What follows belongs to an exercise in optimizing a design on an open flow for small area, a short achievable clock period and few clock cycles per item; a production flow would make more cautious choices. No activity file was given, so power comes from the tool's default toggle rates.

## before
Design Out_of_Order_divider, start of the top module:
module Out_of_Order_divider (clk, rst, start, memory_write_complete, dd_addr, dd_data, qr_we, qr_addr, qr_data);
input clk, rst, start;
output memory_write_complete;
output [4:0] dd_addr;
input [15:0] dd_data;
output qr_we;
output [4:0] qr_addr;
output [15:0] qr_data;
reg [5:0] cnt;
reg run;
wire last = run && (cnt == 6'd33);
always @(posedge clk, posedge rst)
begin
  if (rst) begin
    cnt <= 6'd0;
    run <= 1'b0;
  end else if (last) begin
    cnt <= 6'd0;
    run <= 1'b0;
  end else if (start || run) begin
    cnt <= cnt + 6'd1;
    run <= 1'b1;
  end
end
wire [5:0] wcnt = cnt - 6'd2;
assign dd_addr = cnt[4:0];
assign qr_we = run && (cnt >= 6'd2);
assign qr_addr = wcnt[4:0];
assign memory_write_complete = last;
single_divider divider (.Clk(clk), .a_in(dd_data[15:8]), .d_in(dd_data[7:0]), .q_out(qr_data[15:8]), .r_out(qr_data[7:0]));
endmodule
Size: about 47 flip-flops, about 47 I/O pins, ~0.0030 mm² of cells after synthesis.
export LEC_CHECK = 0
export CAP_MARGIN = 20
export CORE_MARGIN = 2
export CORE_UTILIZATION = 40
export PLACE_DENSITY = 0.6
export SLEW_MARGIN = 20
create_clock -name core_clock -period 6.0 [get_ports {clk}]
standard.sh (not shown) runs the stock make flow with config.mk's settings and CLKGATE_MAP_FILE= SYNTH_SCRIPT=/design/flow/synth_recipe.tcl, a recipe that flattens the netlist after the stock synthesis.
==> flow/flow/run.sh <==
#!/bin/bash
# The standard layout, with every input and output port buffered by a
# sky130_fd_sc_hd__buf_1 instead of the resizer's default choice.
set -euo pipefail
bash standard.sh BUFFER_PORTS_ARGS="-buffer_cell sky130_fd_sc_hd__buf_1" ADDER_MAP_FILE= finish > standard.log 2>&1
Nothing crashed in before and all stages finished; the problem is that the final layout failed, the offending checks being negative setup slack.
Input changes introduced in after (baseline for comparison: before):
-- flow/design.v --
<<< before, line 131
wire [6:0] qq7 = {qq6, ge_6};
wire [0:0] aa7 = aa6[0:0];
wire [7:0] x7 = {r7, aa7[0:0]};
wire [8:0] b_7;
wire [7:0] df_7;
assign b_7[0] = 1'b0;
assign df_7[0] = x7[0] ^ d_p2[0] ^ b_7[0];
assign b_7[1] = (~x7[0] & d_p2[0]) | (~(x7[0] ^ d_p2[0]) & b_7[0]);
assign df_7[1] = x7[1] ^ d_p2[1] ^ b_7[1];
assign b_7[2] = (~x7[1] & d_p2[1]) | (~(x7[1] ^ d_p2[1]) & b_7[1]);
assign df_7[2] = x7[2] ^ d_p2[2] ^ b_7[2];
assign b_7[3] = (~x7[2] & d_p2[2]) | (~(x7[2] ^ d_p2[2]) & b_7[2]);
assign df_7[3] = x7[3] ^ d_p2[3] ^ b_7[3];
assign b_7[4] = (~x7[3] & d_p2[3]) | (~(x7[3] ^ d_p2[3]) & b_7[3]);
assign df_7[4] = x7[4] ^ d_p2[4] ^ b_7[4];
assign b_7[5] = (~x7[4] & d_p2[4]) | (~(x7[4] ^ d_p2[4]) & b_7[4]);
assign df_7[5] = x7[5] ^ d_p2[5] ^ b_7[5];
assign b_7[6] = (~x7[5] & d_p2[5]) | (~(x7[5] ^ d_p2[5]) & b_7[5]);
assign df_7[6] = x7[6] ^ d_p2[6] ^ b_7[6];
assign b_7[7] = (~x7[6] & d_p2[6]) | (~(x7[6] ^ d_p2[6]) & b_7[6]);
assign df_7[7] = x7[7] ^ d_p2[7] ^ b_7[7];
assign b_7[8] = (~x7[7] & d_p2[7]) | (~(x7[7] ^ d_p2[7]) & b_7[7]);
wire ge_7 = 1'b1 && !b_7[8];
wire [7:0] r8 = ge_7 ? df_7 : x7;
wire [7:0] qq8 = {qq7, ge_7};
assign q_out = qq8;
assign r_out = r8;
>>> after, line 131
wire [6:0] qq7 = {qq6, ge_6};
wire [0:0] aa7 = aa6[0:0];
reg [6:0] r_p3;
always @(posedge Clk) r_p3 <= r7;
reg [0:0] a_p3;
always @(posedge Clk) a_p3 <= aa7;
reg [6:0] q_p3;
always @(posedge Clk) q_p3 <= qq7;
reg [7:0] d_p3;
always @(posedge Clk) d_p3 <= d_p2;
wire [7:0] x7 = {r_p3, a_p3[0:0]};
wire [8:0] b_7;
wire [7:0] df_7;
assign b_7[0] = 1'b0;
assign df_7[0] = x7[0] ^ d_p3[0] ^ b_7[0];
assign b_7[1] = (~x7[0] & d_p3[0]) | (~(x7[0] ^ d_p3[0]) & b_7[0]);
assign df_7[1] = x7[1] ^ d_p3[1] ^ b_7[1];
assign b_7[2] = (~x7[1] & d_p3[1]) | (~(x7[1] ^ d_p3[1]) & b_7[1]);
assign df_7[2] = x7[2] ^ d_p3[2] ^ b_7[2];
assign b_7[3] = (~x7[2] & d_p3[2]) | (~(x7[2] ^ d_p3[2]) & b_7[2]);
assign df_7[3] = x7[3] ^ d_p3[3] ^ b_7[3];
assign b_7[4] = (~x7[3] & d_p3[3]) | (~(x7[3] ^ d_p3[3]) & b_7[3]);
assign df_7[4] = x7[4] ^ d_p3[4] ^ b_7[4];
assign b_7[5] = (~x7[4] & d_p3[4]) | (~(x7[4] ^ d_p3[4]) & b_7[4]);
assign df_7[5] = x7[5] ^ d_p3[5] ^ b_7[5];
assign b_7[6] = (~x7[5] & d_p3[5]) | (~(x7[5] ^ d_p3[5]) & b_7[5]);
assign df_7[6] = x7[6] ^ d_p3[6] ^ b_7[6];
assign b_7[7] = (~x7[6] & d_p3[6]) | (~(x7[6] ^ d_p3[6]) & b_7[6]);
assign df_7[7] = x7[7] ^ d_p3[7] ^ b_7[7];
assign b_7[8] = (~x7[7] & d_p3[7]) | (~(x7[7] ^ d_p3[7]) & b_7[7]);
wire ge_7 = 1'b1 && !b_7[8];
wire [7:0] r8 = ge_7 ? df_7 : x7;
wire [7:0] qq8 = {q_p3, ge_7};
assign q_out = qq8;
assign r_out = r8;
<<< before, line 168
reg [5:0] cnt;
reg run;
wire last = run && (cnt == 6'd33);
always @(posedge clk, posedge rst)
begin
>>> after, line 176
reg [5:0] cnt;
reg run;
wire last = run && (cnt == 6'd34);
always @(posedge clk, posedge rst)
begin
<<< before, line 182
  end
end
wire [5:0] wcnt = cnt - 6'd2;
assign dd_addr = cnt[4:0];
assign qr_we = run && (cnt >= 6'd2);
assign qr_addr = wcnt[4:0];
assign memory_write_complete = last;
>>> after, line 190
  end
end
wire [5:0] wcnt = cnt - 6'd3;
assign dd_addr = cnt[4:0];
assign qr_we = run && (cnt >= 6'd3);
assign qr_addr = wcnt[4:0];
assign memory_write_complete = last;
Findings:
after: PASS, flow complete, no timing, DRC or antenna violations. after: worst setup slack is 1.52 ns higher than what before reported. Summary of after over before: total clock buffers created by CTS went up 4; highest ir drop seen on vdd dropped 20%; full die area increased about 16%; via count of the first global-routing pass lower. Relative to before, synthesized cell count has increased by 20 in after. The sequential share of power of after exceeds that of before by 8.4 points. before → after: routed length per placed instance moved down, overall die height moved up, clock sink count moved up. Looking at total wire length after detailed routing across before and after, the one that comes out higher is before. sky130_fd_sc_hd__dfxtp_1 as the commonest non-fill, non-tap cell in the layout was reported by after, and sky130_fd_sc_hd__buf_4 by before. Number of well-tap cells placed was higher in the run labelled after. Summary of after over before: combinational fraction of design power now sits lower; time the final worst path needs with I/O delays and setup now sits lower.
Function was not checked in any run of this note: the RTL went through the layout flow alone.

== run A ==
Out_of_Order_divider, a different RTL version from the one above (not shown whole).
Size: roughly 77 flip-flops, roughly 47 I/O pins, roughly 3800 um^2 of cells after synthesis.
==> module single_divider, before the edit <==
module single_divider (Clk, a_in, d_in, q_out, r_out);
input Clk;
input [7:0] a_in, d_in;
output [7:0] q_out, r_out;
wire [0:0] pr0 = a_in[7];
wire ge0 = (d_in[7:1] == 0) && (pr0 >= d_in[0:0]);
wire [0:0] nr0 = ge0 ? (pr0 - d_in[0:0]) : pr0;
wire [0:0] r1 = nr0;
wire [0:0] q1 = ge0;
wire [6:0] a1 = a_in[6:0];
wire [7:0] d1 = d_in;
wire [1:0] pr1 = {r1, a1[6]};
wire ge1 = (d1[7:2] == 0) && (pr1 >= d1[1:0]);
wire [1:0] nr1 = ge1 ? (pr1 - d1[1:0]) : pr1;
wire [1:0] r2 = nr1;
wire [1:0] q2 = {q1, ge1};
wire [5:0] a2 = a1[5:0];
wire [7:0] d2 = d1;
wire [2:0] pr2 = {r2, a2[5]};
wire ge2 = (d2[7:3] == 0) && (pr2 >= d2[2:0]);
wire [2:0] nr2 = ge2 ? (pr2 - d2[2:0]) : pr2;
reg [2:0] r3;
always @(posedge Clk) r3 <= nr2;
reg [2:0] q3;
always @(posedge Clk) q3 <= {q2, ge2};
reg [4:0] a3;
always @(posedge Clk) a3 <= a2[4:0];
reg [7:0] d3;
always @(posedge Clk) d3 <= d2;
wire [3:0] pr3 = {r3, a3[4]};
wire ge3 = (d3[7:4] == 0) && (pr3 >= d3[3:0]);
wire [3:0] nr3 = ge3 ? (pr3 - d3[3:0]) : pr3;
wire [3:0] r4 = nr3;
wire [3:0] q4 = {q3, ge3};
wire [3:0] a4 = a3[3:0];
wire [7:0] d4 = d3;
wire [4:0] pr4 = {r4, a4[3]};
wire ge4 = (d4[7:5] == 0) && (pr4 >= d4[4:0]);
wire [4:0] nr4 = ge4 ? (pr4 - d4[4:0]) : pr4;
reg [4:0] r5;
always @(posedge Clk) r5 <= nr4;
reg [4:0] q5;
always @(posedge Clk) q5 <= {q4, ge4};
reg [2:0] a5;
always @(posedge Clk) a5 <= a4[2:0];
reg [7:0] d5;
always @(posedge Clk) d5 <= d4;
wire [5:0] pr5 = {r5, a5[2]};
wire ge5 = (d5[7:6] == 0) && (pr5 >= d5[5:0]);
wire [5:0] nr5 = ge5 ? (pr5 - d5[5:0]) : pr5;
wire [5:0] r6 = nr5;
wire [5:0] q6 = {q5, ge5};
wire [1:0] a6 = a5[1:0];
wire [7:0] d6 = d5;
wire [6:0] pr6 = {r6, a6[1]};
wire ge6 = (d6[7:7] == 0) && (pr6 >= d6[6:0]);
wire [6:0] nr6 = ge6 ? (pr6 - d6[6:0]) : pr6;
reg [6:0] r7;
always @(posedge Clk) r7 <= nr6;
reg [6:0] q7;
always @(posedge Clk) q7 <= {q6, ge6};
reg [0:0] a7;
always @(posedge Clk) a7 <= a6[0:0];
reg [7:0] d7;
always @(posedge Clk) d7 <= d6;
wire [7:0] pr7 = {r7, a7[0]};
wire ge7 = 1'b1 && (pr7 >= d7[7:0]);
wire [7:0] nr7 = ge7 ? (pr7 - d7[7:0]) : pr7;
wire [7:0] r8 = nr7;
wire [7:0] q8 = {q7, ge7};
assign q_out = q8;
assign r_out = r8;
endmodule
==> module Out_of_Order_divider, before the edit <==
module Out_of_Order_divider (clk, rst, start, memory_write_complete, dd_addr, dd_data, qr_we, qr_addr, qr_data);
input clk, rst, start;
output memory_write_complete;
output [4:0] dd_addr;
input [15:0] dd_data;
output qr_we;
output [4:0] qr_addr;
output [15:0] qr_data;
reg [4:0] rd_ptr, wr_ptr;
reg rd_run;
reg [2:0] valid;    
wire rd_active = start | rd_run;
always @(posedge clk, posedge rst)
begin
  if (rst) begin
    rd_ptr <= 5'd0;
    wr_ptr <= 5'd0;
    rd_run <= 1'b0;
    valid <= 0;
  end else begin
    valid <= {valid[1:0], rd_active};
    if (rd_active) begin
      rd_ptr <= rd_ptr + 5'd1;
      rd_run <= (rd_ptr != 5'd31);
    end
    if (qr_we)
      wr_ptr <= wr_ptr + 5'd1;
  end
end
assign dd_addr = rd_ptr;
assign qr_we = valid[2];
assign qr_addr = wr_ptr;
assign memory_write_complete = qr_we && (wr_ptr == 5'd31);
single_divider divider (.Clk(clk), .a_in(dd_data[15:8]), .d_in(dd_data[7:0]), .q_out(qr_data[15:8]), .r_out(qr_data[7:0]));
endmodule
==> flow/config.mk <==
export PLATFORM = sky130hd
export DESIGN_NAME = Out_of_Order_divider
export DESIGN_NICKNAME = Out_of_Order_divider
export VERILOG_FILES = /design/flow/design.v
export SDC_FILE = /design/flow/constraint.sdc
export NUM_CORES = 4
export LEC_CHECK = 0
export CAP_MARGIN = 20
export CORE_MARGIN = 2
export CORE_UTILIZATION = 40
export PLACE_DENSITY = 0.6
export SLEW_MARGIN = 20
==> flow/constraint.sdc <==
create_clock -name core_clock -period 6.0 [get_ports {clk}]
set_input_delay 1.2000 -clock core_clock [delete_from_list [all_inputs] [get_ports {clk}]]
set_output_delay 1.2000 -clock core_clock [all_outputs]
set_load 0.01 [all_outputs]
run.sh (not shown) runs the stock make flow with config.mk's settings and CLKGATE_MAP_FILE= SYNTH_SCRIPT=/design/flow/synth_recipe.tcl, a recipe that flattens the netlist after the stock synthesis.
Stock flow here: none of the scripts above is used.
Setup changes, run A to run B
--- a/flow/design.v
+++ b/flow/design.v
@@ -36,16 +36,12 @@
 wire [7:0] d4 = d3;
 wire [4:0] pr4 = {r4, a4[3]};
 wire ge4 = (d4[7:5] == 0) && (pr4 >= d4[4:0]);
 wire [4:0] nr4 = ge4 ? (pr4 - d4[4:0]) : pr4;
-reg [4:0] r5;
-always @(posedge Clk) r5 <= nr4;
-reg [4:0] q5;
-always @(posedge Clk) q5 <= {q4, ge4};
-reg [2:0] a5;
-always @(posedge Clk) a5 <= a4[2:0];
-reg [7:0] d5;
-always @(posedge Clk) d5 <= d4;
+wire [4:0] r5 = nr4;
+wire [4:0] q5 = {q4, ge4};
+wire [2:0] a5 = a4[2:0];
+wire [7:0] d5 = d4;
 wire [5:0] pr5 = {r5, a5[2]};
 wire ge5 = (d5[7:6] == 0) && (pr5 >= d5[5:0]);
 wire [5:0] nr5 = ge5 ? (pr5 - d5[5:0]) : pr5;
 wire [5:0] r6 = nr5;
@@ -79,31 +75,27 @@
 input [15:0] dd_data;
 output qr_we;
 output [4:0] qr_addr;
 output [15:0] qr_data;
-reg [4:0] rd_ptr, wr_ptr;
-reg rd_run;
-reg [2:0] valid;    
-wire rd_active = start | rd_run;
+reg [5:0] cnt;
+reg run;
+wire last = run && (cnt == 6'd33);
 always @(posedge clk, posedge rst)
 begin
   if (rst) begin
-    rd_ptr <= 5'd0;
-    wr_ptr <= 5'd0;
-    rd_run <= 1'b0;
-    valid <= 0;
-  end else begin
-    valid <= {valid[1:0], rd_active};
-    if (rd_active) begin
-      rd_ptr <= rd_ptr + 5'd1;
-      rd_run <= (rd_ptr != 5'd31);
-    end
-    if (qr_we)
-      wr_ptr <= wr_ptr + 5'd1;
+    cnt <= 6'd0;
+    run <= 1'b0;
+  end else if (last) begin
+    cnt <= 6'd0;
+    run <= 1'b0;
+  end else if (start || run) begin
+    cnt <= cnt + 6'd1;
+    run <= 1'b1;
   end
 end
-assign dd_addr = rd_ptr;
-assign qr_we = valid[2];
-assign qr_addr = wr_ptr;
-assign memory_write_complete = qr_we && (wr_ptr == 5'd31);
+wire [5:0] wcnt = cnt - 6'd2;
+assign dd_addr = cnt[4:0];
+assign qr_we = run && (cnt >= 6'd2);
+assign qr_addr = wcnt[4:0];
+assign memory_write_complete = last;
 single_divider divider (.Clk(clk), .a_in(dd_data[15:8]), .d_in(dd_data[7:0]), .q_out(qr_data[15:8]), .r_out(qr_data[7:0]));
 endmodule
[summary]
Run A finished end to end and its layout was clean on timing, DRC and antenna. The flow completed for run B, but it is not clean: the layout still shows negative setup slack. In the tables for run B and run A, basic-gate share of the synthesized area counting and, or, nand and nor cells reads lower with run A. Run B packs its core more tightly than run A. Run B: minimum setup slack in the final design lower than run A. Run B: count of sequential standard cells 36% below run A. Changes observed in run B relative to run A: largest net degree at the start of global routing has increased, die area has decreased, number of instances in the placed design has increased. On number of cells on the worst reg-to-reg path: between run B and run A, it ends up lower for run A.
No run of this note included a check of the RTL's function; only the layout flow was run.

-- afterwards: timing with drivers on the ports --
Ports are ideal in the flow. The routed layouts listed here were re-timed in OpenROAD.
Step 1: set_driving_cell puts a clkbuf_16 on clk and a buf_2 on each other input, an assumption about the parent block.
Step 2 also shifts input and output timing later by t, the mid clock arrival at the registers, as if the neighbouring blocks saw the same clock.
a / b / c = ideal / step 1 / step 2; a / b = the first two.
run | t, ns | slack for setup (ns) | hold slack, ns
before | 0.319 | -0.525 / -0.554 / -0.235 | 0.332 / 0.332 / 0.332
after | 0.368 | 0.996 / 0.968 / 1.336 | 0.329 / 0.329 / 0.329
run A | 0.375 | 0.756 / 0.764 / 0.389 | 0.322 / 0.322 / 0.322
run B | 0.344 | -0.014 / -0.014 / -0.014 | 0.336 / 0.336 / 0.336
The setup slack of run A, which loses most, moves by +0.008 ns with the drivers and by -0.367 ns with both steps.
